This design comes from an exercise in tuning for small area, a short achievable clock period and few clock cycles on the open sky130 flow, not from production work.
Only simulation tests tie the RTL to the original design; equivalence was not proved.

==> design.v <==
module CONVEX(
input               CLK,
input               RST,
input       [4:0]   PT_XY,
output              READ_PT,
output reg  [9:0]   DROP_X,
output reg  [9:0]   DROP_Y,
output reg          DROP_V);
reg  [2:0]  rx_cnt;
reg  [19:0] rx;
reg         rx_full;
reg  [19:0] pn;
reg         pn_v;
reg  [1:0]  npts;
reg         rp_n;                           
assign      READ_PT = !rp_n;
wire        accept   = READ_PT && (rx_cnt == 3'd0 || rx_cnt == 3'd1);
wire [2:0]  rx_cnt_n = accept ? 3'd4 : (rx_cnt != 3'd0 ? rx_cnt - 3'd1 : 3'd0);
wire        rx_done  = (rx_cnt == 3'd1);
wire        pn_take;                        
wire        pn_free  = !pn_v || pn_take;
wire        rx_move  = rx_full && pn_free;
wire        rx_byp   = rx_done && pn_free;
wire        rx_full_n = (rx_done && !pn_free) || (rx_full && !rx_move);
wire        pn_v_n    = rx_move || rx_byp || (pn_v && !pn_take);
always @(posedge CLK) begin
    if (rx_cnt != 3'd0) rx <= {rx[14:0], PT_XY};
    if (rx_move)     pn <= rx;
    else if (rx_byp) pn <= {rx[14:0], PT_XY};
end
always @(posedge CLK or posedge RST) begin
    if (RST) begin
        rx_cnt  <= 3'd0;
        rx_full <= 1'b0;
        pn_v    <= 1'b0;
        rp_n    <= 1'b0;
    end
    else begin
        rx_cnt  <= rx_cnt_n;
        rx_full <= rx_full_n;
        pn_v    <= pn_v_n;
        rp_n    <= !(!rx_full_n && (rx_cnt_n == 3'd0 || (rx_cnt_n == 3'd1 && !pn_v_n)));
    end
end
reg  [19:0] Q [0:11];
reg  [3:0]  cnt;
wire        pop;
reg  [1:0]  npush;
reg  [19:0] D0, D1;
wire [3:0]  base = cnt - {3'd0, pop};
wire        s3_v, s3_first, s3_last, s3_vis;
wire [19:0] s3_A;
reg  [12:0] at;                             
integer k, j;
always @(*) begin
    for (k = 0; k < 13; k = k + 1) at[k] = (cnt == k);
end
wire        base_odd = cnt[0] ^ pop;
wire [19:0] DE = base_odd ? D1 : D0;        
wire [19:0] DO = base_odd ? D0 : D1;        
always @(posedge CLK) begin
    for (j = 0; j < 12; j = j + 1) begin
        if (pop ? (at[j+1] || at[j]) : (at[j] || (j > 0 && at[(j > 0) ? j - 1 : 0])))
            Q[j] <= (j % 2 == 0) ? DE : DO;
        else if (pop && j < 11)
            Q[j] <= Q[(j < 11) ? j + 1 : 11];
    end
end
always @(posedge CLK or posedge RST) begin
    if (RST) cnt <= 4'd0;
    else     cnt <= vout ? cnt_n1 : cnt_n0;
end
reg         in_pass, need_last;
reg  [3:0]  popcnt;
reg  [19:0] PREV, PT, R0;
reg         r0_ok;                          
reg         fin;                            
reg  [3:0]  Hp;                             
wire        fin_set;
wire [3:0]  Hp_new;
wire        all_popped = fin && (popcnt == Hp);
wire        last_is = in_pass && need_last && r0_ok;
wire        start   = (!in_pass || last_is) && pn_v && npts == 2'd2 && cnt != 4'd0;
wire        direct  = pn_v && npts != 2'd2;             
wire        mid_pop = in_pass && !need_last && !all_popped && cnt != 4'd0;
assign      pop     = start || mid_pop;
assign      pn_take = start || direct;
wire        issue   = mid_pop || last_is;
wire [19:0] B       = need_last ? R0 : Q[0];
always @(posedge CLK) begin
    if (start) PT <= pn;
    if (pop) PREV <= Q[0];
end
always @(posedge CLK or posedge RST) begin
    if (RST) begin
        in_pass   <= 1'b0;
        need_last <= 1'b0;
        popcnt    <= 4'd0;
        npts      <= 2'd0;
        fin       <= 1'b0;
        Hp        <= 4'd0;
    end
    else begin
        if (direct) begin
            npts <= npts + 2'd1;
            if (npts == 2'd1) begin
                fin <= 1'b1;
                Hp  <= 4'd2;
            end
        end
        if (last_is) begin
            in_pass   <= 1'b0;
            need_last <= 1'b0;
            fin       <= 1'b0;
        end
        if (start) begin
            in_pass <= 1'b1;
            popcnt  <= 4'd1;
        end
        else if (mid_pop) begin
            popcnt <= popcnt + 4'd1;
            if (fin && popcnt + 4'd1 == Hp) need_last <= 1'b1;
        end
        else if (in_pass && !need_last && all_popped)
            need_last <= 1'b1;
        if (fin_set) begin
            fin <= 1'b1;
            Hp  <= Hp_new;
        end
    end
end
reg         s1_v, s1_first, s1_last;
reg  [19:0] s1_A;
reg  [10:0] s1_aX, s1_nY;
reg  [5:0]  s1_oneY, s1_twoY, s1_negY, s1_oneX, s1_twoX, s1_negX;
reg         s2_v, s2_first, s2_last;
reg  [19:0] s2_A;
reg  [22:0] s2_r0, s2_r1, s2_r2;
function [17:0] booth;
    input [10:0] m;
    reg   [12:0] e;
    integer k;
    begin
        e = {m[10], m, 1'b0};
        for (k = 0; k < 6; k = k + 1) begin
            booth[k]      = e[2*k+1] ^ e[2*k];
            booth[6 + k]  = (e[2*k+2] & ~e[2*k+1] & ~e[2*k]) | (~e[2*k+2] & e[2*k+1] & e[2*k]);
            booth[12 + k] = e[2*k+2];
        end
    end
endfunction
wire [10:0] i_bX = {1'b0, B[19:10]} - {1'b0, PT[19:10]};
wire [10:0] i_bY = {1'b0, B[9:0]}   - {1'b0, PT[9:0]};
always @(posedge CLK) begin
    s1_A  <= PREV;
    s1_aX <= {1'b0, PREV[19:10]} - {1'b0, PT[19:10]};
    s1_nY <= {1'b0, PT[9:0]}     - {1'b0, PREV[9:0]};
    {s1_negY, s1_twoY, s1_oneY} <= booth(i_bY);
    {s1_negX, s1_twoX, s1_oneX} <= booth(i_bX);
    s1_first <= (popcnt == 4'd1);
    s1_last  <= need_last;
end
wire [22:0] cs_r0, cs_r1, cs_r2;
CXS cxs(.aX(s1_aX), .nY(s1_nY),
        .oneY(s1_oneY), .twoY(s1_twoY), .negY(s1_negY),
        .oneX(s1_oneX), .twoX(s1_twoX), .negX(s1_negX),
        .r0(cs_r0), .r1(cs_r1), .r2(cs_r2));
always @(posedge CLK) begin
    s2_A  <= s1_A;
    s2_r0 <= cs_r0;
    s2_r1 <= cs_r1;
    s2_r2 <= cs_r2;
    s2_first <= s1_first;
    s2_last  <= s1_last;
end
wire [22:0] cs_s = s2_r0 ^ s2_r1 ^ s2_r2;
wire [22:0] cs_c = {(s2_r0[21:0] & s2_r1[21:0]) | (s2_r0[21:0] & s2_r2[21:0]) | (s2_r1[21:0] & s2_r2[21:0]), 1'b0};
wire [22:0] cs_t = cs_s + cs_c;
assign      s3_v     = s2_v;
assign      s3_first = s2_first;
assign      s3_last  = s2_last;
assign      s3_vis   = cs_t[22];
assign      s3_A     = s2_A;
always @(posedge CLK or posedge RST) begin
    if (RST) begin
        s1_v <= 1'b0;
        s2_v <= 1'b0;
    end
    else begin
        s1_v <= issue;
        s2_v <= s1_v;
    end
end
reg         prev_vis, vis0, anyvis;
reg  [19:0] PD;
reg  [3:0]  Hrun;
reg         pend, pend_drop0, pend_ins0, pend_inside;
wire        vin   = prev_vis;
wire        vout  = s3_vis;
wire        dec   = s3_v && !s3_first;
wire        drop  = dec && vin && vout;
wire        ins   = dec && vout && !vin;
wire        drop0 = vout && vis0;
wire        ins0  = vis0 && !vout;
wire [3:0]  Hrun_m2 = Hrun - 4'd2;
wire [3:0]  Hrun_m1 = Hrun - 4'd1;
wire [3:0]  Hrun_p1 = Hrun + 4'd1;
wire [3:0]  Hrun_n  = !vout ? Hrun : vin ? Hrun_m1 : Hrun_p1;
assign      fin_set = dec && s3_last;
wire [3:0]  Hp_v0   = vis0 ? Hrun_p1 : Hrun;
wire [3:0]  Hp_v1   = vin ? (vis0 ? Hrun_m2 : Hrun_m1) : (vis0 ? Hrun : Hrun_p1);
assign      Hp_new  = vout ? Hp_v1 : Hp_v0;
wire [1:0]  pend_n  = pend_drop0 ? 2'd0 : pend_ins0 ? 2'd2 : 2'd1;
wire [1:0]  npush0  = direct ? 2'd1 : pend ? pend_n : dec ? 2'd1 : 2'd0;
wire [1:0]  npush1  = direct ? 2'd1 : pend ? pend_n : dec ? (vin ? 2'd0 : 2'd2) : 2'd0;
wire [3:0]  cnt_n0  = (npush0 == 2'd0) ? base : (npush0 == 2'd1) ? base + 4'd1 : base + 4'd2;
wire [3:0]  cnt_n1  = (npush1 == 2'd0) ? base : (npush1 == 2'd1) ? base + 4'd1 : base + 4'd2;
always @(*) begin
    npush = vout ? npush1 : npush0;
    D0 = direct ? pn : pend ? R0 : s3_A;
    D1 = PD;
end
always @(posedge CLK) begin
    if (s3_v && s3_first) begin
        R0 <= s3_A;
        PD <= PT;
        vis0 <= s3_vis;
        prev_vis <= s3_vis;
        anyvis <= s3_vis;
        Hrun <= Hp;
    end
    else if (dec) begin
        prev_vis <= s3_vis;
        anyvis <= anyvis | s3_vis;
        Hrun <= Hrun_n;
    end
    if (fin_set) begin
        pend_drop0  <= drop0;
        pend_ins0   <= ins0;
        pend_inside <= !(anyvis || vout);
    end
end
always @(posedge CLK or posedge RST) begin
    if (RST) begin
        pend  <= 1'b0;
        r0_ok <= 1'b0;
    end
    else begin
        pend  <= fin_set;
        r0_ok <= start ? 1'b0 : (s3_v && s3_first) ? 1'b1 : r0_ok;
    end
end
always @(posedge CLK) begin
    if (pend)
        {DROP_X, DROP_Y} <= pend_drop0 ? R0 : PD;
    else
        {DROP_X, DROP_Y} <= s3_A;
end
always @(posedge CLK or posedge RST) begin
    if (RST) DROP_V <= 1'b0;
    else     DROP_V <= pend ? (pend_drop0 || pend_inside) : drop;
end
endmodule
module CXS(input [10:0] aX, input [10:0] nY,
           input [5:0] oneY, input [5:0] twoY, input [5:0] negY,
           input [5:0] oneX, input [5:0] twoX, input [5:0] negX,
           output [22:0] r0, output [22:0] r1, output [22:0] r2);
wire pY0_0 = ((oneY[0] & aX[0]) | (twoY[0] & 1'b0)) ^ negY[0];
wire pY0_1 = ((oneY[0] & aX[1]) | (twoY[0] & aX[0])) ^ negY[0];
wire pY0_2 = ((oneY[0] & aX[2]) | (twoY[0] & aX[1])) ^ negY[0];
wire pY0_3 = ((oneY[0] & aX[3]) | (twoY[0] & aX[2])) ^ negY[0];
wire pY0_4 = ((oneY[0] & aX[4]) | (twoY[0] & aX[3])) ^ negY[0];
wire pY0_5 = ((oneY[0] & aX[5]) | (twoY[0] & aX[4])) ^ negY[0];
wire pY0_6 = ((oneY[0] & aX[6]) | (twoY[0] & aX[5])) ^ negY[0];
wire pY0_7 = ((oneY[0] & aX[7]) | (twoY[0] & aX[6])) ^ negY[0];
wire pY0_8 = ((oneY[0] & aX[8]) | (twoY[0] & aX[7])) ^ negY[0];
wire pY0_9 = ((oneY[0] & aX[9]) | (twoY[0] & aX[8])) ^ negY[0];
wire pY0_10 = ((oneY[0] & aX[10]) | (twoY[0] & aX[9])) ^ negY[0];
wire pY0_11 = ((oneY[0] & aX[10]) | (twoY[0] & aX[10])) ^ negY[0];
wire pY1_0 = ((oneY[1] & aX[0]) | (twoY[1] & 1'b0)) ^ negY[1];
wire pY1_1 = ((oneY[1] & aX[1]) | (twoY[1] & aX[0])) ^ negY[1];
wire pY1_2 = ((oneY[1] & aX[2]) | (twoY[1] & aX[1])) ^ negY[1];
wire pY1_3 = ((oneY[1] & aX[3]) | (twoY[1] & aX[2])) ^ negY[1];
wire pY1_4 = ((oneY[1] & aX[4]) | (twoY[1] & aX[3])) ^ negY[1];
wire pY1_5 = ((oneY[1] & aX[5]) | (twoY[1] & aX[4])) ^ negY[1];
wire pY1_6 = ((oneY[1] & aX[6]) | (twoY[1] & aX[5])) ^ negY[1];
wire pY1_7 = ((oneY[1] & aX[7]) | (twoY[1] & aX[6])) ^ negY[1];
wire pY1_8 = ((oneY[1] & aX[8]) | (twoY[1] & aX[7])) ^ negY[1];
wire pY1_9 = ((oneY[1] & aX[9]) | (twoY[1] & aX[8])) ^ negY[1];
wire pY1_10 = ((oneY[1] & aX[10]) | (twoY[1] & aX[9])) ^ negY[1];
wire pY1_11 = ((oneY[1] & aX[10]) | (twoY[1] & aX[10])) ^ negY[1];
wire pY2_0 = ((oneY[2] & aX[0]) | (twoY[2] & 1'b0)) ^ negY[2];
wire pY2_1 = ((oneY[2] & aX[1]) | (twoY[2] & aX[0])) ^ negY[2];
wire pY2_2 = ((oneY[2] & aX[2]) | (twoY[2] & aX[1])) ^ negY[2];
wire pY2_3 = ((oneY[2] & aX[3]) | (twoY[2] & aX[2])) ^ negY[2];
wire pY2_4 = ((oneY[2] & aX[4]) | (twoY[2] & aX[3])) ^ negY[2];
wire pY2_5 = ((oneY[2] & aX[5]) | (twoY[2] & aX[4])) ^ negY[2];
wire pY2_6 = ((oneY[2] & aX[6]) | (twoY[2] & aX[5])) ^ negY[2];
wire pY2_7 = ((oneY[2] & aX[7]) | (twoY[2] & aX[6])) ^ negY[2];
wire pY2_8 = ((oneY[2] & aX[8]) | (twoY[2] & aX[7])) ^ negY[2];
wire pY2_9 = ((oneY[2] & aX[9]) | (twoY[2] & aX[8])) ^ negY[2];
wire pY2_10 = ((oneY[2] & aX[10]) | (twoY[2] & aX[9])) ^ negY[2];
wire pY2_11 = ((oneY[2] & aX[10]) | (twoY[2] & aX[10])) ^ negY[2];
wire pY3_0 = ((oneY[3] & aX[0]) | (twoY[3] & 1'b0)) ^ negY[3];
wire pY3_1 = ((oneY[3] & aX[1]) | (twoY[3] & aX[0])) ^ negY[3];
wire pY3_2 = ((oneY[3] & aX[2]) | (twoY[3] & aX[1])) ^ negY[3];
wire pY3_3 = ((oneY[3] & aX[3]) | (twoY[3] & aX[2])) ^ negY[3];
wire pY3_4 = ((oneY[3] & aX[4]) | (twoY[3] & aX[3])) ^ negY[3];
wire pY3_5 = ((oneY[3] & aX[5]) | (twoY[3] & aX[4])) ^ negY[3];
wire pY3_6 = ((oneY[3] & aX[6]) | (twoY[3] & aX[5])) ^ negY[3];
wire pY3_7 = ((oneY[3] & aX[7]) | (twoY[3] & aX[6])) ^ negY[3];
wire pY3_8 = ((oneY[3] & aX[8]) | (twoY[3] & aX[7])) ^ negY[3];
wire pY3_9 = ((oneY[3] & aX[9]) | (twoY[3] & aX[8])) ^ negY[3];
wire pY3_10 = ((oneY[3] & aX[10]) | (twoY[3] & aX[9])) ^ negY[3];
wire pY3_11 = ((oneY[3] & aX[10]) | (twoY[3] & aX[10])) ^ negY[3];
wire pY4_0 = ((oneY[4] & aX[0]) | (twoY[4] & 1'b0)) ^ negY[4];
wire pY4_1 = ((oneY[4] & aX[1]) | (twoY[4] & aX[0])) ^ negY[4];
wire pY4_2 = ((oneY[4] & aX[2]) | (twoY[4] & aX[1])) ^ negY[4];
wire pY4_3 = ((oneY[4] & aX[3]) | (twoY[4] & aX[2])) ^ negY[4];
wire pY4_4 = ((oneY[4] & aX[4]) | (twoY[4] & aX[3])) ^ negY[4];
wire pY4_5 = ((oneY[4] & aX[5]) | (twoY[4] & aX[4])) ^ negY[4];
wire pY4_6 = ((oneY[4] & aX[6]) | (twoY[4] & aX[5])) ^ negY[4];
wire pY4_7 = ((oneY[4] & aX[7]) | (twoY[4] & aX[6])) ^ negY[4];
wire pY4_8 = ((oneY[4] & aX[8]) | (twoY[4] & aX[7])) ^ negY[4];
wire pY4_9 = ((oneY[4] & aX[9]) | (twoY[4] & aX[8])) ^ negY[4];
wire pY4_10 = ((oneY[4] & aX[10]) | (twoY[4] & aX[9])) ^ negY[4];
wire pY4_11 = ((oneY[4] & aX[10]) | (twoY[4] & aX[10])) ^ negY[4];
wire pY5_0 = ((oneY[5] & aX[0]) | (twoY[5] & 1'b0)) ^ negY[5];
wire pY5_1 = ((oneY[5] & aX[1]) | (twoY[5] & aX[0])) ^ negY[5];
wire pY5_2 = ((oneY[5] & aX[2]) | (twoY[5] & aX[1])) ^ negY[5];
wire pY5_3 = ((oneY[5] & aX[3]) | (twoY[5] & aX[2])) ^ negY[5];
wire pY5_4 = ((oneY[5] & aX[4]) | (twoY[5] & aX[3])) ^ negY[5];
wire pY5_5 = ((oneY[5] & aX[5]) | (twoY[5] & aX[4])) ^ negY[5];
wire pY5_6 = ((oneY[5] & aX[6]) | (twoY[5] & aX[5])) ^ negY[5];
wire pY5_7 = ((oneY[5] & aX[7]) | (twoY[5] & aX[6])) ^ negY[5];
wire pY5_8 = ((oneY[5] & aX[8]) | (twoY[5] & aX[7])) ^ negY[5];
wire pY5_9 = ((oneY[5] & aX[9]) | (twoY[5] & aX[8])) ^ negY[5];
wire pY5_10 = ((oneY[5] & aX[10]) | (twoY[5] & aX[9])) ^ negY[5];
wire pY5_11 = ((oneY[5] & aX[10]) | (twoY[5] & aX[10])) ^ negY[5];
wire pX0_0 = ((oneX[0] & nY[0]) | (twoX[0] & 1'b0)) ^ negX[0];
wire pX0_1 = ((oneX[0] & nY[1]) | (twoX[0] & nY[0])) ^ negX[0];
wire pX0_2 = ((oneX[0] & nY[2]) | (twoX[0] & nY[1])) ^ negX[0];
wire pX0_3 = ((oneX[0] & nY[3]) | (twoX[0] & nY[2])) ^ negX[0];
wire pX0_4 = ((oneX[0] & nY[4]) | (twoX[0] & nY[3])) ^ negX[0];
wire pX0_5 = ((oneX[0] & nY[5]) | (twoX[0] & nY[4])) ^ negX[0];
wire pX0_6 = ((oneX[0] & nY[6]) | (twoX[0] & nY[5])) ^ negX[0];
wire pX0_7 = ((oneX[0] & nY[7]) | (twoX[0] & nY[6])) ^ negX[0];
wire pX0_8 = ((oneX[0] & nY[8]) | (twoX[0] & nY[7])) ^ negX[0];
wire pX0_9 = ((oneX[0] & nY[9]) | (twoX[0] & nY[8])) ^ negX[0];
wire pX0_10 = ((oneX[0] & nY[10]) | (twoX[0] & nY[9])) ^ negX[0];
wire pX0_11 = ((oneX[0] & nY[10]) | (twoX[0] & nY[10])) ^ negX[0];
wire pX1_0 = ((oneX[1] & nY[0]) | (twoX[1] & 1'b0)) ^ negX[1];
wire pX1_1 = ((oneX[1] & nY[1]) | (twoX[1] & nY[0])) ^ negX[1];
wire pX1_2 = ((oneX[1] & nY[2]) | (twoX[1] & nY[1])) ^ negX[1];
wire pX1_3 = ((oneX[1] & nY[3]) | (twoX[1] & nY[2])) ^ negX[1];
wire pX1_4 = ((oneX[1] & nY[4]) | (twoX[1] & nY[3])) ^ negX[1];
wire pX1_5 = ((oneX[1] & nY[5]) | (twoX[1] & nY[4])) ^ negX[1];
wire pX1_6 = ((oneX[1] & nY[6]) | (twoX[1] & nY[5])) ^ negX[1];
wire pX1_7 = ((oneX[1] & nY[7]) | (twoX[1] & nY[6])) ^ negX[1];
wire pX1_8 = ((oneX[1] & nY[8]) | (twoX[1] & nY[7])) ^ negX[1];
wire pX1_9 = ((oneX[1] & nY[9]) | (twoX[1] & nY[8])) ^ negX[1];
wire pX1_10 = ((oneX[1] & nY[10]) | (twoX[1] & nY[9])) ^ negX[1];
wire pX1_11 = ((oneX[1] & nY[10]) | (twoX[1] & nY[10])) ^ negX[1];
wire pX2_0 = ((oneX[2] & nY[0]) | (twoX[2] & 1'b0)) ^ negX[2];
wire pX2_1 = ((oneX[2] & nY[1]) | (twoX[2] & nY[0])) ^ negX[2];
wire pX2_2 = ((oneX[2] & nY[2]) | (twoX[2] & nY[1])) ^ negX[2];
wire pX2_3 = ((oneX[2] & nY[3]) | (twoX[2] & nY[2])) ^ negX[2];
wire pX2_4 = ((oneX[2] & nY[4]) | (twoX[2] & nY[3])) ^ negX[2];
wire pX2_5 = ((oneX[2] & nY[5]) | (twoX[2] & nY[4])) ^ negX[2];
wire pX2_6 = ((oneX[2] & nY[6]) | (twoX[2] & nY[5])) ^ negX[2];
wire pX2_7 = ((oneX[2] & nY[7]) | (twoX[2] & nY[6])) ^ negX[2];
wire pX2_8 = ((oneX[2] & nY[8]) | (twoX[2] & nY[7])) ^ negX[2];
wire pX2_9 = ((oneX[2] & nY[9]) | (twoX[2] & nY[8])) ^ negX[2];
wire pX2_10 = ((oneX[2] & nY[10]) | (twoX[2] & nY[9])) ^ negX[2];
wire pX2_11 = ((oneX[2] & nY[10]) | (twoX[2] & nY[10])) ^ negX[2];
wire pX3_0 = ((oneX[3] & nY[0]) | (twoX[3] & 1'b0)) ^ negX[3];
wire pX3_1 = ((oneX[3] & nY[1]) | (twoX[3] & nY[0])) ^ negX[3];
wire pX3_2 = ((oneX[3] & nY[2]) | (twoX[3] & nY[1])) ^ negX[3];
wire pX3_3 = ((oneX[3] & nY[3]) | (twoX[3] & nY[2])) ^ negX[3];
wire pX3_4 = ((oneX[3] & nY[4]) | (twoX[3] & nY[3])) ^ negX[3];
wire pX3_5 = ((oneX[3] & nY[5]) | (twoX[3] & nY[4])) ^ negX[3];
wire pX3_6 = ((oneX[3] & nY[6]) | (twoX[3] & nY[5])) ^ negX[3];
wire pX3_7 = ((oneX[3] & nY[7]) | (twoX[3] & nY[6])) ^ negX[3];
wire pX3_8 = ((oneX[3] & nY[8]) | (twoX[3] & nY[7])) ^ negX[3];
wire pX3_9 = ((oneX[3] & nY[9]) | (twoX[3] & nY[8])) ^ negX[3];
wire pX3_10 = ((oneX[3] & nY[10]) | (twoX[3] & nY[9])) ^ negX[3];
wire pX3_11 = ((oneX[3] & nY[10]) | (twoX[3] & nY[10])) ^ negX[3];
wire pX4_0 = ((oneX[4] & nY[0]) | (twoX[4] & 1'b0)) ^ negX[4];
wire pX4_1 = ((oneX[4] & nY[1]) | (twoX[4] & nY[0])) ^ negX[4];
wire pX4_2 = ((oneX[4] & nY[2]) | (twoX[4] & nY[1])) ^ negX[4];
wire pX4_3 = ((oneX[4] & nY[3]) | (twoX[4] & nY[2])) ^ negX[4];
wire pX4_4 = ((oneX[4] & nY[4]) | (twoX[4] & nY[3])) ^ negX[4];
wire pX4_5 = ((oneX[4] & nY[5]) | (twoX[4] & nY[4])) ^ negX[4];
wire pX4_6 = ((oneX[4] & nY[6]) | (twoX[4] & nY[5])) ^ negX[4];
wire pX4_7 = ((oneX[4] & nY[7]) | (twoX[4] & nY[6])) ^ negX[4];
wire pX4_8 = ((oneX[4] & nY[8]) | (twoX[4] & nY[7])) ^ negX[4];
wire pX4_9 = ((oneX[4] & nY[9]) | (twoX[4] & nY[8])) ^ negX[4];
wire pX4_10 = ((oneX[4] & nY[10]) | (twoX[4] & nY[9])) ^ negX[4];
wire pX4_11 = ((oneX[4] & nY[10]) | (twoX[4] & nY[10])) ^ negX[4];
wire pX5_0 = ((oneX[5] & nY[0]) | (twoX[5] & 1'b0)) ^ negX[5];
wire pX5_1 = ((oneX[5] & nY[1]) | (twoX[5] & nY[0])) ^ negX[5];
wire pX5_2 = ((oneX[5] & nY[2]) | (twoX[5] & nY[1])) ^ negX[5];
wire pX5_3 = ((oneX[5] & nY[3]) | (twoX[5] & nY[2])) ^ negX[5];
wire pX5_4 = ((oneX[5] & nY[4]) | (twoX[5] & nY[3])) ^ negX[5];
wire pX5_5 = ((oneX[5] & nY[5]) | (twoX[5] & nY[4])) ^ negX[5];
wire pX5_6 = ((oneX[5] & nY[6]) | (twoX[5] & nY[5])) ^ negX[5];
wire pX5_7 = ((oneX[5] & nY[7]) | (twoX[5] & nY[6])) ^ negX[5];
wire pX5_8 = ((oneX[5] & nY[8]) | (twoX[5] & nY[7])) ^ negX[5];
wire pX5_9 = ((oneX[5] & nY[9]) | (twoX[5] & nY[8])) ^ negX[5];
wire pX5_10 = ((oneX[5] & nY[10]) | (twoX[5] & nY[9])) ^ negX[5];
wire pX5_11 = ((oneX[5] & nY[10]) | (twoX[5] & nY[10])) ^ negX[5];
wire neg5s = negY[5] ^ negX[5];
wire neg5c = negY[5] & negX[5];
wire w1 = pY0_6 ^ pY1_4;
wire w2 = pY0_6 & pY1_4;
wire w3 = pY0_8 ^ pY1_6 ^ pY2_4;
wire w4 = (pY0_8 & pY1_6) | (pY0_8 & pY2_4) | (pY1_6 & pY2_4);
wire w5 = pY3_2 ^ pY4_0;
wire w6 = pY3_2 & pY4_0;
wire w7 = pY0_9 ^ pY1_7 ^ pY2_5;
wire w8 = (pY0_9 & pY1_7) | (pY0_9 & pY2_5) | (pY1_7 & pY2_5);
wire w9 = pY3_3 ^ pY4_1;
wire w10 = pY3_3 & pY4_1;
wire w11 = pY0_10 ^ pY1_8 ^ pY2_6;
wire w12 = (pY0_10 & pY1_8) | (pY0_10 & pY2_6) | (pY1_8 & pY2_6);
wire w13 = pY3_4 ^ pY4_2 ^ pY5_0;
wire w14 = (pY3_4 & pY4_2) | (pY3_4 & pY5_0) | (pY4_2 & pY5_0);
wire w15 = pX0_10 ^ pX1_8 ^ pX2_6;
wire w16 = (pX0_10 & pX1_8) | (pX0_10 & pX2_6) | (pX1_8 & pX2_6);
wire w17 = ~pY0_11 ^ pY1_9 ^ pY2_7;
wire w18 = (~pY0_11 & pY1_9) | (~pY0_11 & pY2_7) | (pY1_9 & pY2_7);
wire w19 = pY3_5 ^ pY4_3 ^ pY5_1;
wire w20 = (pY3_5 & pY4_3) | (pY3_5 & pY5_1) | (pY4_3 & pY5_1);
wire w21 = ~pX0_11 ^ pX1_9 ^ pX2_7;
wire w22 = (~pX0_11 & pX1_9) | (~pX0_11 & pX2_7) | (pX1_9 & pX2_7);
wire w23 = pX3_5 ^ pX4_3;
wire w24 = pX3_5 & pX4_3;
wire w25 = pY1_10 ^ pY2_8 ^ pY3_6;
wire w26 = (pY1_10 & pY2_8) | (pY1_10 & pY3_6) | (pY2_8 & pY3_6);
wire w27 = pY4_4 ^ pY5_2 ^ pX1_10;
wire w28 = (pY4_4 & pY5_2) | (pY4_4 & pX1_10) | (pY5_2 & pX1_10);
wire w29 = pX2_8 ^ pX3_6 ^ pX4_4;
wire w30 = (pX2_8 & pX3_6) | (pX2_8 & pX4_4) | (pX3_6 & pX4_4);
wire w31 = ~pY1_11 ^ pY2_9 ^ pY3_7;
wire w32 = (~pY1_11 & pY2_9) | (~pY1_11 & pY3_7) | (pY2_9 & pY3_7);
wire w33 = pY4_5 ^ pY5_3 ^ ~pX1_11;
wire w34 = (pY4_5 & pY5_3) | (pY4_5 & ~pX1_11) | (pY5_3 & ~pX1_11);
wire w35 = pX2_9 ^ pX3_7;
wire w36 = pX2_9 & pX3_7;
wire w37 = pY2_10 ^ pY3_8 ^ pY4_6;
wire w38 = (pY2_10 & pY3_8) | (pY2_10 & pY4_6) | (pY3_8 & pY4_6);
wire w39 = ~pY2_11 ^ pY3_9;
wire w40 = ~pY2_11 & pY3_9;
wire w41 = pY0_4 ^ pY1_2 ^ pY2_0;
wire w42 = (pY0_4 & pY1_2) | (pY0_4 & pY2_0) | (pY1_2 & pY2_0);
wire w43 = pY0_5 ^ pY1_3;
wire w44 = pY0_5 & pY1_3;
wire w45 = w1 ^ pY2_2 ^ pY3_0;
wire w46 = (w1 & pY2_2) | (w1 & pY3_0) | (pY2_2 & pY3_0);
wire w47 = negY[3] ^ pX0_6 ^ pX1_4;
wire w48 = (negY[3] & pX0_6) | (negY[3] & pX1_4) | (pX0_6 & pX1_4);
wire w49 = pY0_7 ^ pY1_5 ^ pY2_3;
wire w50 = (pY0_7 & pY1_5) | (pY0_7 & pY2_3) | (pY1_5 & pY2_3);
wire w51 = pY3_1 ^ pX0_7 ^ pX1_5;
wire w52 = (pY3_1 & pX0_7) | (pY3_1 & pX1_5) | (pX0_7 & pX1_5);
wire w53 = pX2_3 ^ pX3_1;
wire w54 = pX2_3 & pX3_1;
wire w55 = w3 ^ w5 ^ negY[4];
wire w56 = (w3 & w5) | (w3 & negY[4]) | (w5 & negY[4]);
wire w57 = pX0_8 ^ pX1_6 ^ pX2_4;
wire w58 = (pX0_8 & pX1_6) | (pX0_8 & pX2_4) | (pX1_6 & pX2_4);
wire w59 = pX3_2 ^ pX4_0 ^ negX[4];
wire w60 = (pX3_2 & pX4_0) | (pX3_2 & negX[4]) | (pX4_0 & negX[4]);
wire w61 = w7 ^ w9 ^ pX0_9;
wire w62 = (w7 & w9) | (w7 & pX0_9) | (w9 & pX0_9);
wire w63 = pX1_7 ^ pX2_5 ^ pX3_3;
wire w64 = (pX1_7 & pX2_5) | (pX1_7 & pX3_3) | (pX2_5 & pX3_3);
wire w65 = pX4_1 ^ w4 ^ w6;
wire w66 = (pX4_1 & w4) | (pX4_1 & w6) | (w4 & w6);
wire w67 = w11 ^ w13 ^ w15;
wire w68 = (w11 & w13) | (w11 & w15) | (w13 & w15);
wire w69 = pX3_4 ^ pX4_2 ^ pX5_0;
wire w70 = (pX3_4 & pX4_2) | (pX3_4 & pX5_0) | (pX4_2 & pX5_0);
wire w71 = neg5s ^ w8 ^ w10;
wire w72 = (neg5s & w8) | (neg5s & w10) | (w8 & w10);
wire w73 = w17 ^ w19 ^ w21;
wire w74 = (w17 & w19) | (w17 & w21) | (w19 & w21);
wire w75 = w23 ^ pX5_1 ^ neg5c;
wire w76 = (w23 & pX5_1) | (w23 & neg5c) | (pX5_1 & neg5c);
wire w77 = w12 ^ w14 ^ w16;
wire w78 = (w12 & w14) | (w12 & w16) | (w14 & w16);
wire w79 = w25 ^ w27 ^ w29;
wire w80 = (w25 & w27) | (w25 & w29) | (w27 & w29);
wire w81 = pX5_2 ^ 1'b1 ^ w18;
wire w82 = (pX5_2 & 1'b1) | (pX5_2 & w18) | (1'b1 & w18);
wire w83 = w20 ^ w22 ^ w24;
wire w84 = (w20 & w22) | (w20 & w24) | (w22 & w24);
wire w85 = w31 ^ w33 ^ w35;
wire w86 = (w31 & w33) | (w31 & w35) | (w33 & w35);
wire w87 = pX4_5 ^ pX5_3 ^ 1'b1;
wire w88 = (pX4_5 & pX5_3) | (pX4_5 & 1'b1) | (pX5_3 & 1'b1);
wire w89 = w26 ^ w28 ^ w30;
wire w90 = (w26 & w28) | (w26 & w30) | (w28 & w30);
wire w91 = w37 ^ pY5_4 ^ pX2_10;
wire w92 = (w37 & pY5_4) | (w37 & pX2_10) | (pY5_4 & pX2_10);
wire w93 = pX3_8 ^ pX4_6 ^ pX5_4;
wire w94 = (pX3_8 & pX4_6) | (pX3_8 & pX5_4) | (pX4_6 & pX5_4);
wire w95 = w32 ^ w34 ^ w36;
wire w96 = (w32 & w34) | (w32 & w36) | (w34 & w36);
wire w97 = w39 ^ pY4_7 ^ pY5_5;
wire w98 = (w39 & pY4_7) | (w39 & pY5_5) | (pY4_7 & pY5_5);
wire w99 = ~pX2_11 ^ pX3_9 ^ pX4_7;
wire w100 = (~pX2_11 & pX3_9) | (~pX2_11 & pX4_7) | (pX3_9 & pX4_7);
wire w101 = pX5_5 ^ 1'b1 ^ w38;
wire w102 = (pX5_5 & 1'b1) | (pX5_5 & w38) | (1'b1 & w38);
wire w103 = pY3_10 ^ pY4_8 ^ pY5_6;
wire w104 = (pY3_10 & pY4_8) | (pY3_10 & pY5_6) | (pY4_8 & pY5_6);
wire w105 = pX3_10 ^ pX4_8 ^ pX5_6;
wire w106 = (pX3_10 & pX4_8) | (pX3_10 & pX5_6) | (pX4_8 & pX5_6);
wire w107 = ~pY3_11 ^ pY4_9 ^ pY5_7;
wire w108 = (~pY3_11 & pY4_9) | (~pY3_11 & pY5_7) | (pY4_9 & pY5_7);
wire w109 = ~pX3_11 ^ pX4_9;
wire w110 = ~pX3_11 & pX4_9;
wire w111 = pY0_2 ^ pY1_0 ^ negY[1];
wire w112 = (pY0_2 & pY1_0) | (pY0_2 & negY[1]) | (pY1_0 & negY[1]);
wire w113 = pY0_3 ^ pY1_1;
wire w114 = pY0_3 & pY1_1;
wire w115 = w41 ^ negY[2] ^ pX0_4;
wire w116 = (w41 & negY[2]) | (w41 & pX0_4) | (negY[2] & pX0_4);
wire w117 = pX1_2 ^ pX2_0;
wire w118 = pX1_2 & pX2_0;
wire w119 = w43 ^ pY2_1 ^ pX0_5;
wire w120 = (w43 & pY2_1) | (w43 & pX0_5) | (pY2_1 & pX0_5);
wire w121 = pX1_3 ^ pX2_1 ^ w42;
wire w122 = (pX1_3 & pX2_1) | (pX1_3 & w42) | (pX2_1 & w42);
wire w123 = w45 ^ w47 ^ pX2_2;
wire w124 = (w45 & w47) | (w45 & pX2_2) | (w47 & pX2_2);
wire w125 = pX3_0 ^ negX[3] ^ w44;
wire w126 = (pX3_0 & negX[3]) | (pX3_0 & w44) | (negX[3] & w44);
wire w127 = w49 ^ w51 ^ w53;
wire w128 = (w49 & w51) | (w49 & w53) | (w51 & w53);
wire w129 = w2 ^ w46 ^ w48;
wire w130 = (w2 & w46) | (w2 & w48) | (w46 & w48);
wire w131 = w55 ^ w57 ^ w59;
wire w132 = (w55 & w57) | (w55 & w59) | (w57 & w59);
wire w133 = w50 ^ w52 ^ w54;
wire w134 = (w50 & w52) | (w50 & w54) | (w52 & w54);
wire w135 = w61 ^ w63 ^ w65;
wire w136 = (w61 & w63) | (w61 & w65) | (w63 & w65);
wire w137 = w56 ^ w58 ^ w60;
wire w138 = (w56 & w58) | (w56 & w60) | (w58 & w60);
wire w139 = w67 ^ w69 ^ w71;
wire w140 = (w67 & w69) | (w67 & w71) | (w69 & w71);
wire w141 = w62 ^ w64 ^ w66;
wire w142 = (w62 & w64) | (w62 & w66) | (w64 & w66);
wire w143 = w73 ^ w75 ^ w77;
wire w144 = (w73 & w75) | (w73 & w77) | (w75 & w77);
wire w145 = w68 ^ w70 ^ w72;
wire w146 = (w68 & w70) | (w68 & w72) | (w70 & w72);
wire w147 = w79 ^ w81 ^ w83;
wire w148 = (w79 & w81) | (w79 & w83) | (w81 & w83);
wire w149 = w74 ^ w76 ^ w78;
wire w150 = (w74 & w76) | (w74 & w78) | (w76 & w78);
wire w151 = w85 ^ w87 ^ w89;
wire w152 = (w85 & w87) | (w85 & w89) | (w87 & w89);
wire w153 = w80 ^ w82 ^ w84;
wire w154 = (w80 & w82) | (w80 & w84) | (w82 & w84);
wire w155 = w91 ^ w93 ^ w95;
wire w156 = (w91 & w93) | (w91 & w95) | (w93 & w95);
wire w157 = w86 ^ w88 ^ w90;
wire w158 = (w86 & w88) | (w86 & w90) | (w88 & w90);
wire w159 = w97 ^ w99 ^ w101;
wire w160 = (w97 & w99) | (w97 & w101) | (w99 & w101);
wire w161 = w92 ^ w94 ^ w96;
wire w162 = (w92 & w94) | (w92 & w96) | (w94 & w96);
wire w163 = w103 ^ w105 ^ w40;
wire w164 = (w103 & w105) | (w103 & w40) | (w105 & w40);
wire w165 = w98 ^ w100 ^ w102;
wire w166 = (w98 & w100) | (w98 & w102) | (w100 & w102);
wire w167 = w107 ^ w109 ^ pX5_7;
wire w168 = (w107 & w109) | (w107 & pX5_7) | (w109 & pX5_7);
wire w169 = 1'b1 ^ w104 ^ w106;
wire w170 = (1'b1 & w104) | (1'b1 & w106) | (w104 & w106);
wire w171 = pY4_10 ^ pY5_8 ^ pX4_10;
wire w172 = (pY4_10 & pY5_8) | (pY4_10 & pX4_10) | (pY5_8 & pX4_10);
wire w173 = pX5_8 ^ w108 ^ w110;
wire w174 = (pX5_8 & w108) | (pX5_8 & w110) | (w108 & w110);
wire w175 = ~pY4_11 ^ pY5_9 ^ ~pX4_11;
wire w176 = (~pY4_11 & pY5_9) | (~pY4_11 & ~pX4_11) | (pY5_9 & ~pX4_11);
wire w177 = pX5_9 ^ 1'b1;
wire w178 = pX5_9 & 1'b1;
wire w179 = pY0_0 ^ negY[0];
wire w180 = pY0_0 & negY[0];
wire w181 = w111 ^ pX0_2;
wire w182 = w111 & pX0_2;
wire w183 = w113 ^ pX0_3 ^ pX1_1;
wire w184 = (w113 & pX0_3) | (w113 & pX1_1) | (pX0_3 & pX1_1);
wire w185 = w115 ^ w117 ^ negX[2];
wire w186 = (w115 & w117) | (w115 & negX[2]) | (w117 & negX[2]);
wire w187 = w119 ^ w121 ^ w116;
wire w188 = (w119 & w121) | (w119 & w116) | (w121 & w116);
wire w189 = w123 ^ w125 ^ w120;
wire w190 = (w123 & w125) | (w123 & w120) | (w125 & w120);
wire w191 = w127 ^ w129 ^ w124;
wire w192 = (w127 & w129) | (w127 & w124) | (w129 & w124);
wire w193 = w131 ^ w133 ^ w128;
wire w194 = (w131 & w133) | (w131 & w128) | (w133 & w128);
wire w195 = w135 ^ w137 ^ w132;
wire w196 = (w135 & w137) | (w135 & w132) | (w137 & w132);
wire w197 = w139 ^ w141 ^ w136;
wire w198 = (w139 & w141) | (w139 & w136) | (w141 & w136);
wire w199 = w143 ^ w145 ^ w140;
wire w200 = (w143 & w145) | (w143 & w140) | (w145 & w140);
wire w201 = w147 ^ w149 ^ w144;
wire w202 = (w147 & w149) | (w147 & w144) | (w149 & w144);
wire w203 = w151 ^ w153 ^ w148;
wire w204 = (w151 & w153) | (w151 & w148) | (w153 & w148);
wire w205 = w155 ^ w157 ^ w152;
wire w206 = (w155 & w157) | (w155 & w152) | (w157 & w152);
wire w207 = w159 ^ w161 ^ w156;
wire w208 = (w159 & w161) | (w159 & w156) | (w161 & w156);
wire w209 = w163 ^ w165 ^ w160;
wire w210 = (w163 & w165) | (w163 & w160) | (w165 & w160);
wire w211 = w167 ^ w169 ^ w164;
wire w212 = (w167 & w169) | (w167 & w164) | (w169 & w164);
wire w213 = w171 ^ w173 ^ w168;
wire w214 = (w171 & w173) | (w171 & w168) | (w173 & w168);
wire w215 = w175 ^ w177 ^ w172;
wire w216 = (w175 & w177) | (w175 & w172) | (w177 & w172);
wire w217 = pY5_10 ^ pX5_10 ^ w176;
wire w218 = (pY5_10 & pX5_10) | (pY5_10 & w176) | (pX5_10 & w176);
wire w219 = ~pY5_11 ^ ~pX5_11;
wire w220 = ~pY5_11 & ~pX5_11;
assign r0 = {w220, w219, w217, w215, w213, w211, w209, w207, w205, w203, w201, w199, w197, w195, w193, w191, w189, w187, w185, w183, w181, pY0_1, w179};
assign r1 = {1'b0, 1'b1, w178, w174, w170, w166, w162, w158, w154, w150, w146, w142, w138, w134, w130, w126, w122, w118, w114, w112, pX1_0, pX0_1, pX0_0};
assign r2 = {1'b0, w218, w216, w214, w212, w210, w208, w206, w204, w202, w200, w198, w196, w194, w192, w190, w188, w186, w184, w182, negX[1], w180, negX[0]};
endmodule
==> flow/run.sh <==
#!/bin/bash
set -euo pipefail
MARGIN=${MARGIN:-5.3}
sed -E "s/SETUP_SLACK_MARGIN=[0-9.]+/SETUP_SLACK_MARGIN=${MARGIN}/" standard.sh > standard_margin.sh
grep -q "SETUP_SLACK_MARGIN=${MARGIN}" standard_margin.sh
bash standard_margin.sh > flow.log 2>&1
==> standard.sh <==
#!/bin/bash
# synth_recipe.tcl (not shown) runs the flow's synth.tcl, then flattens the netlist and writes it again
# the make line also repeats each setting of config.mk as NAME=value (left out here)
make -C /OpenROAD-flow-scripts/flow DESIGN_CONFIG=/design/flow/config.mk WORK_HOME=/design/flow/orfs CLKGATE_MAP_FILE= SYNTH_SCRIPT=/design/flow/synth_recipe.tcl "${@:-finish}"
==> config.mk <==
export PLATFORM = sky130hd
export DESIGN_NAME = CONVEX
export DESIGN_NICKNAME = CONVEX
export VERILOG_FILES = /design/flow/design.v
export SDC_FILE = /design/flow/constraint.sdc
export NUM_CORES = 4
export LEC_CHECK = 0
export CAP_MARGIN = 20
export CORE_MARGIN = 2
export CORE_UTILIZATION = 55
export SETUP_SLACK_MARGIN = 5
export SLEW_MARGIN = 20
==> constraint.sdc <==
create_clock -name core_clock -period 8.5 [get_ports {CLK}]
set_input_delay 1.7000 -clock core_clock [delete_from_list [all_inputs] [get_ports {CLK}]]
set_output_delay 1.7000 -clock core_clock [all_outputs]
set_load 0.01 [all_outputs]
==> notes.md, run 1 <==
The placement row count is 83, and the wire length of the first global-routing pass is 109 mm. The source-to-sink clock delay at the later pin of the worst-skew pair is 650 ps. For the die area, the log shows 54100 sq um. The slew at the pin with the worst max-slew slack is 1110 ps, and the synthesized net count is 2766. In this run the tool buffered the top-level ports with 28 buffer cells. STA classifies the critical path endpoint as a register. After legalization and detailed placement, the total HPWL measured 47.2 mm. 0 antenna diodes ended up in the layout. At the end of the flow, the number of nets in the layout was 2811.

The most used flip-flop cell after synthesis is sky130_fd_sc_hd__edfxtp_1. Part of the cycle the worst path needs: 0.398. The Yosys step of the flow raised 2 warnings. By area, the combinational part of the netlist is dominated by adder cells. The total wire length is 73.4 mm, and the combined area of all synthesized cells is 28700 sq um. Counting every sink on the clock net gives 584. For this run, design rule violations remaining after detail routing come to 0. By area the synthesized netlist is led by sky130_fd_sc_hd__edfxtp_1 39%, sky130_fd_sc_hd__dfxtp_1 13%, sky130_fd_sc_hd__fa_1 7.8%. Yosys mapped a number of flops with a built-in enable equal to 370. Counting distinct cell types in the post-synthesis netlist gives 65. The total count of max-transition violations in the final report was 0.

After detailed routing, the number of vias per cell comes to 5.72. The count of state elements after synthesis is 584. Placeable core region: 51500 sq um. Number of CTS-inserted buffers: 61. The clock arrives with 33.4 ps of skew. Summed over all failing endpoints, the final setup total negative slack is 0 ps.

The proportion of synthesized flip-flops having asynchronous set or reset works out to 0.0479. Compared with the post-synthesis result, the final layout area differs by 15.9%. Counting along the longest clock path gives a buffer depth of 3.

The proportion of synthesized area in mux cells was 0.0356. Across all register-to-register paths, the minimum setup slack is 5110 ps. By instance count, the leading cell after synthesis is sky130_fd_sc_hd__edfxtp_1.

The tool flagged a number of max-cap violations equal to 0. The portion of the post-synthesis area used by sequential elements was 0.541; the leftover overflow at the end of global routing was 0. Data on the critical path arrives at its endpoint at 3920 ps. The layout has 4100 filler cells. Measured along the y axis, the die boundary spans 233 um. The XOR/XNOR share of the synthesized area is 0.0624, and the effective utilization at floorplan is 0.558. The total routing usage reported by global routing was 0.268; the per-cell routed wire length was 22.1 um. Clock-pin slew was measured on the worst setup and hold paths at 60 ps. After the first detailed-routing iteration, the DRC count stood at 1571.

The tools report the hold violation count in the final report as 0. TritonCTS built the clock tree. The adder and majority cell fraction of the synthesized area was 0.119. The largest net degree at the start of global routing was 62. Setup repair after global routing could not meet its margin everywhere.

The H-tree depth is 2. The root buffer cell chosen for the clock tree is sky130_fd_sc_hd__clkbuf_16. STA classifies the critical path startpoint as a register. In this run the worst hold path is classified as register to register. The time the worst path needs with I/O delays and setup works out to 3390 ps. In the synthesized netlist, the cells that appear most often are 370 x sky130_fd_sc_hd__edfxtp_1, 249 x sky130_fd_sc_hd__inv_1, 222 x sky130_fd_sc_hd__nor2_1.

The number of buffers inserted for hold repair after clock tree synthesis is 0. The via count of the first global-routing pass is 18600, and the total area of sequential cells is 15700 sq um. From left edge to right edge, the die measures 233 um. The area fraction of the dominant cell type after synthesis was 0.387; the synthesized area per cell was 11.3 sq um. The type of the worst setup path is register to register. The fraction of final layout cells with drive strength greater than 1 came out at 0.166. The tools report the routability congestion estimate from global placement as 0.953. Setup violations remaining at the end of the flow were counted as 0. Total area of multi-input combinational cells: 12700 sq um. In this run the count of I/O pins placed on the die edge is 29. The number of antenna violations at the first check in global routing came out at 0. The synthesized-area fraction occupied by ao, oa, aoi and oai cells is 0.113. The detailed router placed 19000 vias in this run. STA puts the critical path data required time at 9030 ps. The tools report the remaining antenna violation count as 0. The run finished with no timing, DRC or antenna violations. The tightest slew margin relative to the limit is 0.259.

Counting every instance in the synthesized netlist gives 2552. The pre-antenna-repair detailed-routing pass consisted of 5 iterations. The fraction of the mapped netlist area in simple logic gates is 0.0765. Cell type contributing the most total cell area after synthesis: sky130_fd_sc_hd__edfxtp_1. For this run, the top clock speed supported by timing is 295 MHz.

Of all nets on the critical path, the largest fanout is 6.
stage by stage:
stage	setup slack (ps)	utilization	cell area (sq um)	hold WS, ps	std cells
4_1_cts	4950	0.623	32100	326	3273
5_1_grt	4920	0.646	33300	331	3326
3_5_place_dp	3120	0.579	29800	312	3142
6_report	5110	0.646	33300	326	3326
2_1_floorplan	5000	-	29000	310	2552
3_3_place_gp	3230	0.579	29800	311	3142
final cells by class:
cell class	instances	share of cell area
clock buffers	90	0.0516
clock inverters	22	0.00609
inverters	251	0.0289
multi-input cells	1581	0.381
flip-flops and latches	584	0.471
well taps	680	0.0256
repair buffers	117	0.0354
repair inverters	1	0.000150
logic make-up (layout without fill, tap and decap cells):
logic type               count (synthesis)  count (layout)
flip-flops                             584             584
XOR/XNOR                               202             202
AND/OR/NAND/NOR                        522             525
AO/OA/AOI/OAI                          550             550
buffers and inverters                  390             481
multiplexers                            97              97
adder cells (fa/ha/maj)                207             207
per-layer routing:
metal	routed length, um	vias to the layer above	GRT usage
li1	-	8792	-
met1	29200	9326	0.338
met2	36400	712	0.461
met3	4660	196	0.0375
met4	3190	0	0.117
met5	0	-	0
registers in the layout (all words and copies together) (netlist names), 6 cells and up:
name,count
s1_aX,11
DROP_Y,10
s2_r0,23
s1_negY,6
PREV,20
s1_negX,6
s2_r2,22
s2_A,20
R0,20
Q,240
s1_A,20
DROP_X,10
pn,20
PT,20
s2_r1,21
s1_nY,11
s1_oneY,6
PD,20
s1_oneX,6
rx,20
placed cells by master, fill, tap and decap left out, types with 42 or more instances in the layout:
master                      instances
sky130_fd_sc_hd__nand2_1          206
sky130_fd_sc_hd__a21oi_2           45
sky130_fd_sc_hd__buf_4             58
sky130_fd_sc_hd__ha_1              92
sky130_fd_sc_hd__mux2_2            42
sky130_fd_sc_hd__a22oi_1           89
sky130_fd_sc_hd__edfxtp_1         370
sky130_fd_sc_hd__mux2i_1           52
sky130_fd_sc_hd__nor2_1           208
sky130_fd_sc_hd__dfxtp_1          134
sky130_fd_sc_hd__o21ai_1           87
sky130_fd_sc_hd__xnor2_1          114
sky130_fd_sc_hd__fa_1             112
sky130_fd_sc_hd__a21oi_1          136
sky130_fd_sc_hd__clkbuf_16         64
sky130_fd_sc_hd__o21ai_0           74
sky130_fd_sc_hd__inv_1            241
sky130_fd_sc_hd__xor2_1            80
critical path: stages, from the launching register on:
cell and delay (ps):
sky130_fd_sc_hd__dfxtp_2 320, sky130_fd_sc_hd__inv_2 30, sky130_fd_sc_hd__fa_1 550, sky130_fd_sc_hd__inv_2 50
sky130_fd_sc_hd__ha_4 210, sky130_fd_sc_hd__a21o_1 150, sky130_fd_sc_hd__a211o_1 250, sky130_fd_sc_hd__o211ai_1 220
sky130_fd_sc_hd__nand4_1 330, sky130_fd_sc_hd__a31oi_4 320, sky130_fd_sc_hd__xnor2_4 160, sky130_fd_sc_hd__buf_8 180
sky130_fd_sc_hd__mux2i_2 230, sky130_fd_sc_hd__xor2_1 80, sky130_fd_sc_hd__a22o_1 180
timing repair:
action / CTS / global route
pin swaps: 13 / 51
buffers inserted: 15 / 49
resized for setup: 112 / 203
endpoints found under the setup margin: 322 / 272
cloned: 4 / 4
path summary, 6_finish.rpt:
check | from | endpoint | cells past startpoint
setup / recovery | s2_r2[3] | Hp[3] | 14
hold / removal | s1_A[4] | s2_A[4] | 0
setup reg to reg | s2_r2[3] | Hp[3] | 14
hold reg to reg | s1_A[4] | s2_A[4] | 0
max in group asynchronous | RST | cnt[3] | 3
min in group asynchronous | RST | popcnt[3] | 3
Testbench counts, summed over its fixed seeds: cycles 24,019.
==> run 2, diff against run 1 <==
==> run.sh (new file) <==
#!/bin/bash
# synth_recipe.tcl (not shown) runs the flow's synth.tcl, then flattens the netlist and writes it again
# the make line also repeats each setting of config.mk as NAME=value (left out here)
make -C /OpenROAD-flow-scripts/flow DESIGN_CONFIG=/design/flow/config.mk WORK_HOME=/design/flow/orfs CLKGATE_MAP_FILE= SYNTH_SCRIPT=/design/flow/synth_recipe.tcl finish
--- a/config.mk
+++ b/config.mk
@@ -8,5 +8,6 @@
 export CAP_MARGIN = 20
 export CORE_MARGIN = 2
 export CORE_UTILIZATION = 55
+export CTS_BUF_LIST = sky130_fd_sc_hd__clkbuf_4
 export SETUP_SLACK_MARGIN = 5
 export SLEW_MARGIN = 20
removed: flow/run.sh
removed: standard.sh
==> notes.md, run 2 <==
Summing all flip-flop and latch instances after layout gives 15600 sq um. The library cells used most frequently in the layout, excluding fill and tap cells, are 370 x sky130_fd_sc_hd__edfxtp_1, 245 x sky130_fd_sc_hd__inv_1, 229 x sky130_fd_sc_hd__clkbuf_4. The logs give 0 for the remaining antenna violation count and 157 for the number of CTS-inserted buffers. The combined area of all synthesized cells is 28700 sq um, and the area fraction of the dominant cell type after synthesis is 0.387. The area growth from synthesis to layout is 11.2%.

The tools report the routability congestion estimate from global placement as 0.992. DRC violation total after the first TritonRoute iteration: 1442. The post-route setup TNS is 0 ps, and the worst-case register-to-register setup slack is 5090 ps. The residual DRC count was 0. The largest registers in the layout are Q (240), s2_r0 (23), s2_r2 (22).

The leading cell type in the layout, fill and taps excluded was sky130_fd_sc_hd__edfxtp_1. The number of setup violations in the final report was 0. The part of the cycle the worst path needs was 0.402; the tightest slew margin relative to the limit was 0.279. The synthesized design contains 370 enable-type register cells.

By area the synthesized netlist is led by sky130_fd_sc_hd__edfxtp_1 39%, sky130_fd_sc_hd__dfxtp_1 13%, sky130_fd_sc_hd__fa_1 7.8%. The first global-routing pass estimated 110 mm of wire.

Counting flops per register, the top entry is Q. Synthesis inferred 584 register bits. At the worst endpoint, the required time is 9330 ps. Data on the critical path arrives at its endpoint at 4250 ps. The tools report the endpoint kind of the worst setup timing path as a register. The total count of max-transition violations in the final report came out at 0. The netlist uses 65 different library cells. After detailed routing, the total wire length is 71.2 mm. Worst setup skew after layout: 40.9 ps.

The via count of the first global-routing pass was 19600. The largest total area in the synthesized netlist belongs to sky130_fd_sc_hd__edfxtp_1. The placement row count is 83. Per-cell routed wire length: 20.7 um.

The endpoint of the worst hold path is s2_A[4]. In this run the count of I/O pins placed on the die edge is 29. In this run the most critical hold path is launched from s1_A[4]. Once layout is complete, the cells apart from fillers number 3443. The run gives 3 as the number of antenna violations at the first check in global routing. For this run, the detailed router's first-pass iteration total came to 5.

The worst setup path is launched from a register. In the synthesized netlist, the number of instances is 2552. Time the worst path needs with I/O delays and setup: 3410 ps. The total routing usage reported by global routing was 0.273. Launch instance of the worst register-to-register path: s1_twoY[1]. The synthesized net count was 2766. The slew at the pin with the worst max-slew slack works out to 1080 ps. The hold violation count in the final report was 0; the number of vias per cell was 5.57.

The detailed router placed 19200 vias in this run. The tools report the effective utilization at floorplan as 0.558. The number of flip-flops in the largest register was 240; the H-tree depth was 4.

The worst register-to-register path has a depth of 9. In the final layout, the multi-input gates occupy 11900 sq um. The buffer cell driving the clock tree root was sky130_fd_sc_hd__clkbuf_4. The clock net in this run drives a total of 584 sinks. The proportion of synthesized flip-flops having asynchronous set or reset works out to 0.0479.

Setup repair after global routing could not meet its margin everywhere. The commonest cells after synthesis are 370 x sky130_fd_sc_hd__edfxtp_1, 249 x sky130_fd_sc_hd__inv_1, 222 x sky130_fd_sc_hd__nor2_1. The height of the chip was 233 um; the portion of the post-synthesis area used by sequential elements was 0.541.

Clock latency on the worst-skew pair, taken at its later pin, is 990 ps. The tools report the count of yosys warnings during synthesis as 2. Count of port buffers added during placement: 28. The filler cells instantiated in the layout total 4329. The number of max-cap violations is 0.

Type of the most critical hold path: register to register. For this run, the top clock speed supported by timing is 293 MHz. Dominant cell by count in the synthesized netlist: sky130_fd_sc_hd__edfxtp_1. By startpoint and endpoint, the worst setup path is classified as register to register. Top fanout value on the critical path: 11. TritonCTS built the clock tree. Cell depth of the worst hold path: 0. For this run, the leading register cell type out of synthesis is sky130_fd_sc_hd__edfxtp_1. In this run the critical register-to-register path is captured at s2_r0[9]. Summed over all layers, the global routing overflow is 0. After the last flow step, the layout net total stands at 2850. After clock tree synthesis, the clock-pin slew on the worst setup and hold paths is 60 ps.

The largest net degree at the start of global routing came out at 65. Once placement completed, the tool counted placed cells totaling 3141. The fraction of final layout cells with drive strength greater than 1 was 0.149. Detailed placement finished with a half-perimeter wire length of 47.0 mm.

Placeable core region: 51500 sq um. The width of the chip came out at 233 um. The synthesized area per cell was 11.3 sq um. The flow ran to the end and the layout has no timing, DRC or antenna violations. The floorplan step defined a die boundary enclosing 54100 sq um. For the largest buffer count on any clock path, the log shows 3.
==> run 2: cells by family after synthesis <==
logic type	synth area share
AOI/OAI and AO/OA	0.113
muxes	0.0356
DFF	0.541
buffers and inverters	0.0527
and+or+nand+nor	0.0765
xor gates and xnor gates	0.0624
adders and majority gates	0.119
==> run 2: worst max-delay path by stage <==
stage / endpoint / from / depth (start not counted) / slack (ps)
finish: s2_r0[9] / s1_twoY[1] / 9 / 5090
global route: cnt[2] / cnt[1] / 15 / 4920
CTS: cnt[2] / cnt[1] / 15 / 4880
floorplan: cnt[2] / cnt[1] / 16 / 5000
detailed placement: cnt[2] / cnt[3] / 13 / 3370
global placement: cnt[2] / cnt[3] / 13 / 3450
==> run 2: routing by layer <==
layer  share of wire  track usage
met4           0.029        0.116
met2            0.51        0.467
met5               0            0
met3           0.058       0.0593
met1            0.41        0.334
==> run 2: worst max-delay path, cell delays in order, from the launching register on <==
cell                      delay [ps]
sky130_fd_sc_hd__dfxtp_1         660
sky130_fd_sc_hd__a22oi_1         200
sky130_fd_sc_hd__xor2_1          200
sky130_fd_sc_hd__fa_1            520
sky130_fd_sc_hd__inv_1            60
sky130_fd_sc_hd__fa_1            540
sky130_fd_sc_hd__inv_1            60
sky130_fd_sc_hd__fa_1            540
sky130_fd_sc_hd__inv_1            60
sky130_fd_sc_hd__fa_1            460
==> run 2: metrics by stage <==
step | util | setup WS, ps | area, sq um | hold WS, ps
detailed placement | 0.575 | 3370 | 29600 | 312
global placement | 0.575 | 3450 | 29600 | 310
floorplan | - | 5000 | 28800 | 310
CTS | 0.619 | 4880 | 31900 | 311
global route | 0.620 | 4920 | 31900 | 323
finish | 0.620 | 5090 | 31900 | 319
==> run 2: layout make-up <==
cell class,count,share of cell area
diodes,3,0.000235
clock buffers,229,0.0538
clock inverters,54,0.0114
inverters,251,0.0298
multi-input cells,1579,0.374
flip-flops and latches,584,0.487
well taps,680,0.0266
repair buffers,62,0.0172
repair inverters,1,0.000157
==> run 2: repair_timing <==
action,4_1_cts,5_1_grt
pin swaps,14,2
setup endpoints to repair,308,217
gates resized for setup,41,23
hold buffers,0,0
buffers inserted,12,2
cloned,2,0
==> run 3, diff against run 2 <==
--- a/config.mk
+++ b/config.mk
@@ -8,6 +8,7 @@
 export CAP_MARGIN = 20
 export CORE_MARGIN = 2
 export CORE_UTILIZATION = 55
-export CTS_BUF_LIST = sky130_fd_sc_hd__clkbuf_4
+export CTS_CLUSTER_DIAMETER = 150
+export CTS_CLUSTER_SIZE = 30
 export SETUP_SLACK_MARGIN = 5
 export SLEW_MARGIN = 20
==> notes.md, run 3 <==
In the synthesized netlist the dominant register cell turns out to be sky130_fd_sc_hd__edfxtp_1. For flop-to-flop paths, the worst setup slack is 5050 ps. The fraction of the mapped netlist area in simple logic gates came out at 0.0765. By instance count, the leading cell after synthesis is sky130_fd_sc_hd__edfxtp_1. The XOR/XNOR share of the synthesized area works out to 0.0624.

The total area of sequential cells was 15600 sq um. For this design the top-level I/O count stands at 29. CTS placed an instance of sky130_fd_sc_hd__clkbuf_16 at the clock tree root. The logs give 54100 sq um for the die area and 2721 for the number of nets in the finished design.

The logs give 0 for the hold violation count in the final report and 2 for the count of yosys warnings during synthesis. Synthesis inferred 584 register bits. The critical path crosses 14 cells after its start point. Sorting the synthesized cells by area gives the leading types as sky130_fd_sc_hd__edfxtp_1 39%, sky130_fd_sc_hd__dfxtp_1 13%, sky130_fd_sc_hd__fa_1 7.8%.

Wire length of the first global-routing pass: 107 mm. Via count of the first global-routing pass: 18200. After synthesis, the largest family of logic cells by area is adder cells. Leaving out fill and tap cells, the most frequent cells in the layout are 370 x sky130_fd_sc_hd__edfxtp_1, 245 x sky130_fd_sc_hd__inv_1, 221 x sky130_fd_sc_hd__nor2_1. The cell type with the highest occurrence count on the critical path is sky130_fd_sc_hd__inv_2. The run gives 28700 sq um as the combined area of all synthesized cells. The width of the chip came out at 233 um.

The largest registers in the layout are Q (240), s2_r0 (23), s2_r2 (22). The worst setup skew after layout was 37.4 ps; the total count of max-transition violations in the final report was 0. The uppermost layer routed was met4. After the first detailed-routing iteration, the DRC count stood at 1477.

The critical path is of the register to register type. From bottom edge to top edge, the die measures 233 um. Summed over all failing endpoints, the final setup total negative slack is 0 ps.

Proportion of synthesized area in mux cells: 0.0356. Of all nets on the critical path, the largest fanout is 5. The flow ran to the end and the layout has no timing, DRC or antenna violations.

The area fraction of the dominant cell type after synthesis came out at 0.387. Yosys mapped a number of flops with a built-in enable equal to 370. The worst setup path is launched from a register. The fraction of final layout cells with drive strength greater than 1 was 0.0761; the per-cell routed wire length was 21.6 um. The wire length on met3 is 3.61 mm, and the number of flip-flops in the largest register is 240.

The largest individual stage delay along the critical path comes from the cell sky130_fd_sc_hd__fa_1. The tree built by TritonCTS fans out to 584 sinks. Total area of multi-input combinational cells: 12000 sq um.

Setup violations remaining at the end of the flow were counted as 0. Setup repair after global routing could not meet its margin everywhere. The part of the cycle the worst path needs is 0.406, and the portion of the post-synthesis area used by sequential elements is 0.541. The tightest slew margin relative to the limit came out at 0.254. Summed over all layers, the global routing overflow is 0.

Each instance of the synthesized netlist takes up on average 11.3 sq um. The wire-length estimate of the detail-placed layout is 47.0 mm. Buffers placed on the I/O ports in this run total 28. The detailed router put a total of 28.7 mm of wire on met1. The synthesized-area fraction occupied by ao, oa, aoi and oai cells works out to 0.113. The register containing the most flip-flops in the final layout is Q.

The adder and majority cell fraction of the synthesized area was 0.119. STA puts the critical path data arrival time at 3930 ps. The run gives 0 as the remaining antenna violation count. The number of buffers and inverters on the critical path came out at 3. Data on the critical path is required at its endpoint by 8980 ps. In this run the standard cell core region covers 51500 sq um.

In this run the critical register-to-register path is captured at Hp[3]. The H-tree depth was 1; the proportion of synthesized flip-flops having asynchronous set or reset was 0.0479. Derived from the worst setup path, the maximum achievable clock frequency is 290 MHz. The worst hold path belongs to the class register to register. Largest net degree at the start of global routing: 65.
## run 3: cell count changes in the layout (fill, tap and decap cells not counted), moves of 2 or more
cell	previous run	this run
sky130_fd_sc_hd__buf_6	0	4
sky130_fd_sc_hd__bufinv_16	5	0
sky130_fd_sc_hd__clkbuf_1	0	16
sky130_fd_sc_hd__clkbuf_16	0	23
sky130_fd_sc_hd__clkbuf_4	229	0
sky130_fd_sc_hd__clkdlybuf4s50_1	6	28
sky130_fd_sc_hd__clkinv_1	32	0
sky130_fd_sc_hd__clkinv_2	11	1
sky130_fd_sc_hd__clkinvlp_4	4	1
sky130_fd_sc_hd__diode_2	3	1
sky130_fd_sc_hd__dlygate4sd2_1	21	0
sky130_fd_sc_hd__inv_2	6	3
sky130_fd_sc_hd__nand2_2	7	3
sky130_fd_sc_hd__nand2_4	1	5
## run 3: how the worst min path moves through the flow
| stage | from | endpoint | slack, ps | depth (start not counted) |
|---|---|---|---|---|
| finish | s1_A[17] | s2_A[17] | 330 | 0 |
| global route | s1_A[7] | s2_A[7] | 340 | 0 |
| CTS | s1_A[17] | s2_A[17] | 340 | 0 |
| detailed placement | s1_A[16] | s2_A[16] | 310 | 0 |
| global placement | s1_A[18] | s2_A[18] | 310 | 0 |
| floorplan | s1_A[0] | s2_A[0] | 310 | 0 |
## run 3: cells by family (layout without fill, tap and decap cells)
family                   count (synthesis)  count (layout)
multiplexers                            97              97
buffers and inverters                  390             360
XOR/XNOR                               202             202
AO/OA/AOI/OAI                          550             550
AND/OR/NAND/NOR                        522             523
adder cells (fa/ha/maj)                207             207
other                                    0               1
flip-flops                             584             584
## run 3: repair_timing
item / CTS / global route
endpoints found under the setup margin: 286 / 231
cloned: 3 / 0
pin swaps: 16 / 5
buffers inserted: 11 / 7
resized for setup: 24 / 30
## run 3: layer usage
layer  GRT usage  vias to the layer above
met4      0.0623                        0
met2       0.465                      539
met5           0                        -
met1       0.339                     9098
li1            -                     8550
met3      0.0265                      103
## run 3: worst reg2reg max path, stage by stage, from the launching register on
cell and delay [ps]:
sky130_fd_sc_hd__dfxtp_2 330, sky130_fd_sc_hd__inv_2 30, sky130_fd_sc_hd__fa_1 540, sky130_fd_sc_hd__inv_2 50, sky130_fd_sc_hd__ha_4 210, sky130_fd_sc_hd__a21o_1 150
sky130_fd_sc_hd__a211o_1 250, sky130_fd_sc_hd__o211ai_1 240, sky130_fd_sc_hd__nand4_1 320, sky130_fd_sc_hd__a31oi_4 360, sky130_fd_sc_hd__xnor2_4 160, sky130_fd_sc_hd__buf_8 180
sky130_fd_sc_hd__mux2i_2 240, sky130_fd_sc_hd__xor2_1 90, sky130_fd_sc_hd__a22o_1 180
## run 3: cell type report
type	count	share of cell area
Timing Repair inverter	1	0.000163
Sequential cell	584	0.508
Clock inverter	2	0.000816
Tap cell	680	0.0278
Clock buffer	39	0.0207
Inverter	251	0.0311
Antenna cell	1	0.0000816
Multi-Input combinational cell	1579	0.391
Timing Repair Buffer	67	0.0210
## run 3: through the flow
| step | util | hold WS (ps) | instance area, sq um | std cells |
|---|---|---|---|---|
| after floorplan | - | 310 | 28800 | 2552 |
| after global placement | 0.575 | 310 | 29600 | 3141 |
| after detailed placement | 0.575 | 312 | 29600 | 3141 |
| after CTS | 0.592 | 336 | 30500 | 3196 |
| after global routing | 0.595 | 341 | 30700 | 3203 |
| final | 0.595 | 333 | 30700 | 3204 |

[what the ideal ports hide]
How much do the figures lean on ideal ports? The routed layouts below were timed once more, with nothing changed but the port constraints.
Step 1 assumes that a clkbuf_16 drives the clock port and a buf_2 every other input.
Step 2 also shifts input and output timing later by t, the mid clock arrival at the registers, as if the neighbouring blocks saw the same clock.
Three values: ideal ports, drivers, drivers and shift; two values: the first two.
| run | shift t [ns] | setup WS [ns] | worst setup path after step 2 | cell pins on the clock port's net |
|---|---|---|---|---|
| run 1 | 0.695 | 5.113 / 5.113 / 5.113 | register to register | 1 |
| run 2 | 1.028 | 5.086 / 5.083 / 5.086 | register to register | 1 |
| run 3 | 0.633 | 5.049 / 5.049 / 5.049 | register to register | 1 |
After both steps setup and hold are still met in every run listed.
